What follows belongs to an exercise in optimizing a design on an open flow for small area, a short achievable clock period and few clock cycles per item; a production flow would make more cautious choices. Where RTL was checked, it was by simulation tests only, not by an equivalence proof against the original. Power is estimated from default activity; no workload was simulated.

==> flow/design.v <==
module huffman(clk, reset, gray_data, gray_valid, CNT_valid, CNT1, CNT2, CNT3, CNT4, CNT5, CNT6,
    code_valid, HC1, HC2, HC3, HC4, HC5, HC6, M1, M2, M3, M4, M5, M6);
input clk;
input reset;
input gray_valid;
input [7:0] gray_data;
output reg CNT_valid;
output [7:0] CNT1, CNT2, CNT3, CNT4, CNT5, CNT6;
output reg code_valid;
output [7:0] HC1, HC2, HC3, HC4, HC5, HC6;
output [7:0] M1, M2, M3, M4, M5, M6;
reg idle, counting, build;    
reg [2:0] pix;
reg [5:0] sel;
reg [6:0] w[0:5];
reg [2:0] pos[0:5];
reg [4:0] hc[0:5];
reg [4:0] m[0:5];
reg par;         
reg merged;      
reg fin;         
reg comb;        
reg [2:0] ncomb;
integer i;
function lt7(input [6:0] x, input [6:0] z);
	reg [6:0] l, g;
	reg l65, g65, l43, g43, l21, g21, l6to3, g6to3, l2to0;
	begin
		l = ~x & z;
		g = x & ~z;
		l65 = l[6] | (~g[6] & l[5]);
		g65 = g[6] | (~l[6] & g[5]);
		l43 = l[4] | (~g[4] & l[3]);
		g43 = g[4] | (~l[4] & g[3]);
		l21 = l[2] | (~g[2] & l[1]);
		g21 = g[2] | (~l[2] & g[1]);
		l6to3 = l65 | (~g65 & l43);
		g6to3 = g65 | (~l65 & g43);
		l2to0 = l21 | (~g21 & l[0]);
		lt7 = l6to3 | (~g6to3 & l2to0);
	end
endfunction
function [6:0] add7(input [6:0] x, input [6:0] z);
	reg [6:0] g, p, c;
	reg g10, g32, p32, g54, p54;
	begin
		g = x & z;
		p = x ^ z;
		g10 = g[1] | (p[1] & g[0]);
		g32 = g[3] | (p[3] & g[2]);
		p32 = p[3] & p[2];
		g54 = g[5] | (p[5] & g[4]);
		p54 = p[5] & p[4];
		c[0] = 1'b0;
		c[1] = g[0];
		c[2] = g10;
		c[3] = g[2] | (p[2] & g10);
		c[4] = g32 | (p32 & g10);
		c[5] = g[4] | (p[4] & c[4]);
		c[6] = g54 | (p54 & c[4]);
		add7 = p ^ c;
	end
endfunction
reg [6:0] cur, inc;
always @* begin
	for (i = 0; i < 6; i = i + 1)
		sel[i] = (pix == i + 1);
	cur = 7'd0;
	for (i = 0; i < 6; i = i + 1)
		cur = cur | ({7{sel[i]}} & w[i]);
	for (i = 0; i < 7; i = i + 1)
		inc[i] = cur[i] ^ (&(cur | ~((7'd1 << i) - 7'd1)));
end
reg [4:0] lt;
always @* begin
	for (i = 0; i < 5; i = i + 1)
		lt[i] = lt7(w[i], w[i + 1]);
end
wire in_order = ~|lt;
wire last = fin;
wire [6:0] sum = add7(w[4], w[5]);
reg [4:0] swap;
always @* begin
	for (i = 0; i < 5; i = i + 1) begin
		swap[i] = build && !comb && lt[i] && (merged || (i[0] == par));
	end
end
wire build_nx  = build ? !last : (counting && !gray_valid);
wire merged_nx = build && (merged || comb);
wire fin_nx    = build && comb && (ncomb == 3'd3);
wire comb_nx   = build && !comb && !fin && in_order;
always @(posedge clk or posedge reset) begin
	if (reset) begin
		idle <= 1'b1;
		counting <= 1'b0;
		build <= 1'b0;
		CNT_valid <= 1'b0;
		code_valid <= 1'b0;
	end
	else begin
		idle <= idle ? !gray_valid : last;
		counting <= idle ? gray_valid : (counting && gray_valid);
		build <= build_nx;
		CNT_valid <= counting && !gray_valid;
		code_valid <= last;
	end
end
always @(posedge clk) begin
	pix <= gray_data[2:0];
	par <= build && !par;
	merged <= merged_nx;
	fin <= fin_nx;
	comb <= comb_nx;
	if (!build)
		ncomb <= 3'd0;
	else if (comb)
		ncomb <= ncomb + 3'd1;
end
reg dn[0:5], up[0:5], hold[0:5];
always @* begin
	for (i = 0; i < 6; i = i + 1) begin
		dn[i] = (i > 0) && (comb ? (i < 5) : swap[i - 1]);
		up[i] = (i < 5) && !comb && swap[i];
		hold[i] = counting ? !sel[i] : (build && !comb && !(i < 5 && swap[i]) && !(i > 0 && swap[i - 1]));
	end
end
always @(posedge clk) begin
	for (i = 0; i < 6; i = i + 1)
		w[i] <= ({7{hold[i]}} & w[i])
		      | ({7{dn[i]}} & w[(i + 5) % 6])
		      | ({7{up[i]}} & w[(i + 1) % 6])
		      | ({7{counting && sel[i]}} & inc)
		      | ({7{comb && i == 5}} & sum)
		      | {7{comb && i == 0}};
end
always @(posedge clk) begin
	for (i = 0; i < 6; i = i + 1) begin
		if (!build) begin
			pos[i] <= i ^ (i >> 1);
			hc[i] <= 5'd0;
			m[i] <= 5'd0;
		end
		else begin
			pos[i][0] <= pos[i][0] ^ (comb ? !(^pos[i]) :
			             ((pos[i][2:1] == 2'b00 && swap[0]) || (pos[i][2:1] == 2'b01 && swap[2]) ||
			              (pos[i][2:1] == 2'b11 && swap[4])));
			pos[i][1] <= pos[i][1] ^ (!pos[i][2] && pos[i][0] && (comb ? !pos[i][1] : swap[1]));
			pos[i][2] <= pos[i][2] ^ (!pos[i][0] && pos[i][1] && (comb ? !pos[i][2] : swap[3]));
			if ((comb && pos[i][2]) || last) begin
				m[i] <= {m[i][3:0], 1'b1};
				if (last ? pos[i][0] ^ lt[4] : pos[i][0])
					hc[i] <= hc[i] | ({m[i][3:0], 1'b1} & ~m[i]);
			end
		end
	end
end
assign CNT1 = {1'b0, w[0]};
assign CNT2 = {1'b0, w[1]};
assign CNT3 = {1'b0, w[2]};
assign CNT4 = {1'b0, w[3]};
assign CNT5 = {1'b0, w[4]};
assign CNT6 = {1'b0, w[5]};
assign HC1 = {3'b0, hc[0]};
assign HC2 = {3'b0, hc[1]};
assign HC3 = {3'b0, hc[2]};
assign HC4 = {3'b0, hc[3]};
assign HC5 = {3'b0, hc[4]};
assign HC6 = {3'b0, hc[5]};
assign M1 = {3'b0, m[0][4:1], 1'b1};
assign M2 = {3'b0, m[1][4:1], 1'b1};
assign M3 = {3'b0, m[2][4:1], 1'b1};
assign M4 = {3'b0, m[3][4:1], 1'b1};
assign M5 = {3'b0, m[4][4:1], 1'b1};
assign M6 = {3'b0, m[5][4:1], 1'b1};
endmodule
Settings: LEC_CHECK=0, ABC_AREA=1, CAP_MARGIN=20, CORE_MARGIN=2, CORE_UTILIZATION=55, CTS_BUF_LIST=sky130_fd_sc_hd__clkbuf_8, CTS_CLUSTER_SIZE=30, SETUP_SLACK_MARGIN=3.8, SLEW_MARGIN=20, TNS_END_PERCENT=25; clock period 6.0 ns.
standard.sh (not shown) runs the stock make flow with config.mk's settings and CLKGATE_MAP_FILE= SYNTH_SCRIPT=/design/flow/synth_recipe.tcl, a recipe that flattens the netlist after the stock synthesis.
==> flow/flow/run.sh <==
#!/bin/bash
# Standard layout, with two changes: plain buffers (instead of the delay buffers
# buffer_ports picks by default) on the input and output ports, and one tie
# cell per constant value shared by all constant outputs (instead of one per port).
set -euo pipefail
export BUFFER_PORTS_ARGS="-buffer_cell sky130_fd_sc_hd__buf_1"
export SKIP_REPAIR_TIE_FANOUT=1
bash standard.sh > standard_flow.log 2>&1
The baseline completed with no timing, DRC or antenna violations.
Testbench counts at the start, summed over its fixed seeds: cycles 23,029, frames 192.
Rerun with:
SETUP_SLACK_MARGIN = 3.7   (was 3.8)
TNS_END_PERCENT = 10   (was 25)
Effect:
- The new run went through all stages and came out clean
- worst hold slack stays flat
- area after synthesis stays the same
- worst setup slack got worse by 0.11 ns
Rerun with:
SETUP_SLACK_MARGIN = 3.8   (was 3.7)
After rerunning: Setup slack gets better by 0.12 ns; die area does not change; cell area rose by 2.0%; area after synthesis is unchanged; sequential power is about the same; cell count stays flat; non-clock buffer count rose by 1; clock power stays flat.


job 101:
Another version of the RTL of huffman (not shown whole).
Size: about 140 flip-flops.
Settings: LEC_CHECK=0, CAP_MARGIN=20, CORE_MARGIN=2, CORE_UTILIZATION=55, CTS_BUF_LIST=sky130_fd_sc_hd__clkbuf_8, CTS_CLUSTER_SIZE=30, SETUP_SLACK_MARGIN=3.7, SLEW_MARGIN=20, TNS_END_PERCENT=10; clock period 6.0 ns.
==> flow/flow/run.sh <==
#!/bin/bash
# Standard layout, with plain buffers (instead of the delay buffers buffer_ports picks by
# default) on the input and output ports.
set -euo pipefail
export BUFFER_PORTS_ARGS="-buffer_cell sky130_fd_sc_hd__buf_2"
bash standard.sh > standard_flow.log 2>&1
Modified inputs, job 102 compared to job 101
-- flow/config.mk --
<<< job 101, line 9
export CORE_MARGIN = 2
export CORE_UTILIZATION = 55
export CTS_BUF_LIST = sky130_fd_sc_hd__clkbuf_8
export CTS_CLUSTER_SIZE = 30
export SETUP_SLACK_MARGIN = 3.7
>>> job 102, line 9
export CORE_MARGIN = 2
export CORE_UTILIZATION = 40
export SETUP_SLACK_MARGIN = 3.7
--- outcome ---
Job 102 closes out successfully: all stages finished, all timing, DRC and antenna checks passed. Summary — number of placed instances, taps included, job 102 relative to job 101: higher, by about 6.5%. Job 102 — number of well taps about 46% higher, job 101 as reference. For the number of stages on the worst setup path, job 102 came in 2 lower than job 101 did. A busiest layer in global routing of met2 is what job 102 shows, while met1 belongs to job 101. As far as XOR/XNOR share of the synthesized area is concerned, job 102 and job 101 perform about the same. Looking at utilization after layout across job 101 and job 102, the one that comes out lower is job 102. Sort job 101 and job 102 by worst setup slack desc -> top: job 102. Met3 wire length: higher on job 101.
No functional check of the RTL was part of any run of this note.


## run A
huffman, a different RTL version from the one above (not shown whole).
Size: roughly 950 cells after synthesis, ~140 flip-flops, roughly 160 I/O pins, about 8100 µm² of cells after synthesis.
export LEC_CHECK = 0
export CAP_MARGIN = 20
export CORE_MARGIN = 2
export CORE_UTILIZATION = 55
export CTS_BUF_LIST = sky130_fd_sc_hd__clkbuf_8
export CTS_CLUSTER_SIZE = 30
export SETUP_SLACK_MARGIN = 3.7
export SLEW_MARGIN = 20
export TNS_END_PERCENT = 10
create_clock -name core_clock -period 6.0 [get_ports {clk}]
==> flow/flow/run.sh <==
#!/bin/bash
# Standard layout, with two changes: plain buffers (instead of the delay buffers
# buffer_ports picks by default) on the input and output ports, and one tie
# cell per constant value shared by all constant outputs (instead of one per port).
set -euo pipefail
export BUFFER_PORTS_ARGS="-buffer_cell sky130_fd_sc_hd__buf_2"
export SKIP_REPAIR_TIE_FANOUT=1
bash standard.sh > standard_flow.log 2>&1
In summary, run A completed successfully, with a layout that passed the timing, DRC and antenna checks.
Testbench counts of run A, summed over its fixed seeds: cycles 23,029, frames 192.
Relative to run A, the following input files were edited for run B:
Settings: SETUP_SLACK_MARGIN changed from 3.7 to 3.6.
Findings:
Compared with run A, run B shows a lower fmax.
The capture point of the worst path comes out w[0][5]$_DFF_P_ in one run and CNT5[1] in the other, namely in run B and run A respectively.
Going from run A to run B, highest ir drop seen on vdd climbed 0.044 mV, slack of the critical path dropped 0.071 ns, fraction of area in registers climbed 0.78 points.
Looking at final routed wirelength across all metal layers, run B sits below run A.
Final non-filler cell total, run B and run A: higher on run A
Going from run A to run B, the total power draw was found to have gone down by about 2.7%.
Against run A, run B comes in 1.7 points lower on fraction of the core area covered by cells at the end of the flow.
On cell area, the lower figure sits with run B, not run A.
Area added between synthesis and finish: run B lower than run A
diff inputs: run B => run C
Settings: SETUP_SLACK_MARGIN changed from 3.6 to 3.5.
## What came out
Run C against run B: global-route usage fell by 0.58 points, clock share of power rose by 1.6 points. Cmp run B and run C / share of final layout cell area taken by clock buffers and inverters / higher: run C. Across both runs, post-route clock period utilization was lower for run C than for run B. Looking at hold slack, run C sits 0.0055 ns above run B. [compare] base=run B new=run C: total die area did not really move, post-layout worst setup margin increased by 0.014 ns relative to the old numbers. Run C: routed wire length about 3% below run B.

static timing again, ports no longer ideal:
In the flow no input, the clock included, has a driving cell. The finished layouts below were timed again as built, in two steps.
Step 1 (the two cells are an assumption about what drives the block):
set clk [get_ports {clk}]
set_driving_cell -lib_cell sky130_fd_sc_hd__clkbuf_16 $clk
set_driving_cell -lib_cell sky130_fd_sc_hd__buf_2 [delete_from_list [all_inputs] $clk]
Step 2 also shifts input and output timing later by t, the mid clock arrival at the registers, as if the neighbouring blocks saw the same clock.
Three values: no drivers, after step 1, after step 2; two values: the first two.
run	t (ns)	setup WS [ns]	latest minus earliest clock arrival (ns)	worst register clock-pin slew, ns
the first run of note 1	0.487	3.768 / 3.732 / 3.862	0.009 / 0.009	0.08 / 0.08
the second run of note 1	0.482	3.660 / 3.623 / 3.734	0.010 / 0.010	0.08 / 0.08
the third run of note 1	0.481	3.775 / 3.738 / 3.810	0.008 / 0.008	0.08 / 0.08
job 101	0.493	2.966 / 2.966 / 2.966	0.011 / 0.011	0.09 / 0.09
job 102	0.472	3.006 / 3.006 / 3.006	0.007 / 0.007	0.07 / 0.07
run A	0.474	3.591 / 3.563 / 3.611	0.017 / 0.017	0.09 / 0.09
run B	0.482	3.520 / 3.520 / 3.520	0.012 / 0.012	0.09 / 0.09
run C	0.464	3.534 / 3.534 / 3.534	0.011 / 0.011	0.09 / 0.09
After both steps setup and hold are still met in every run listed.
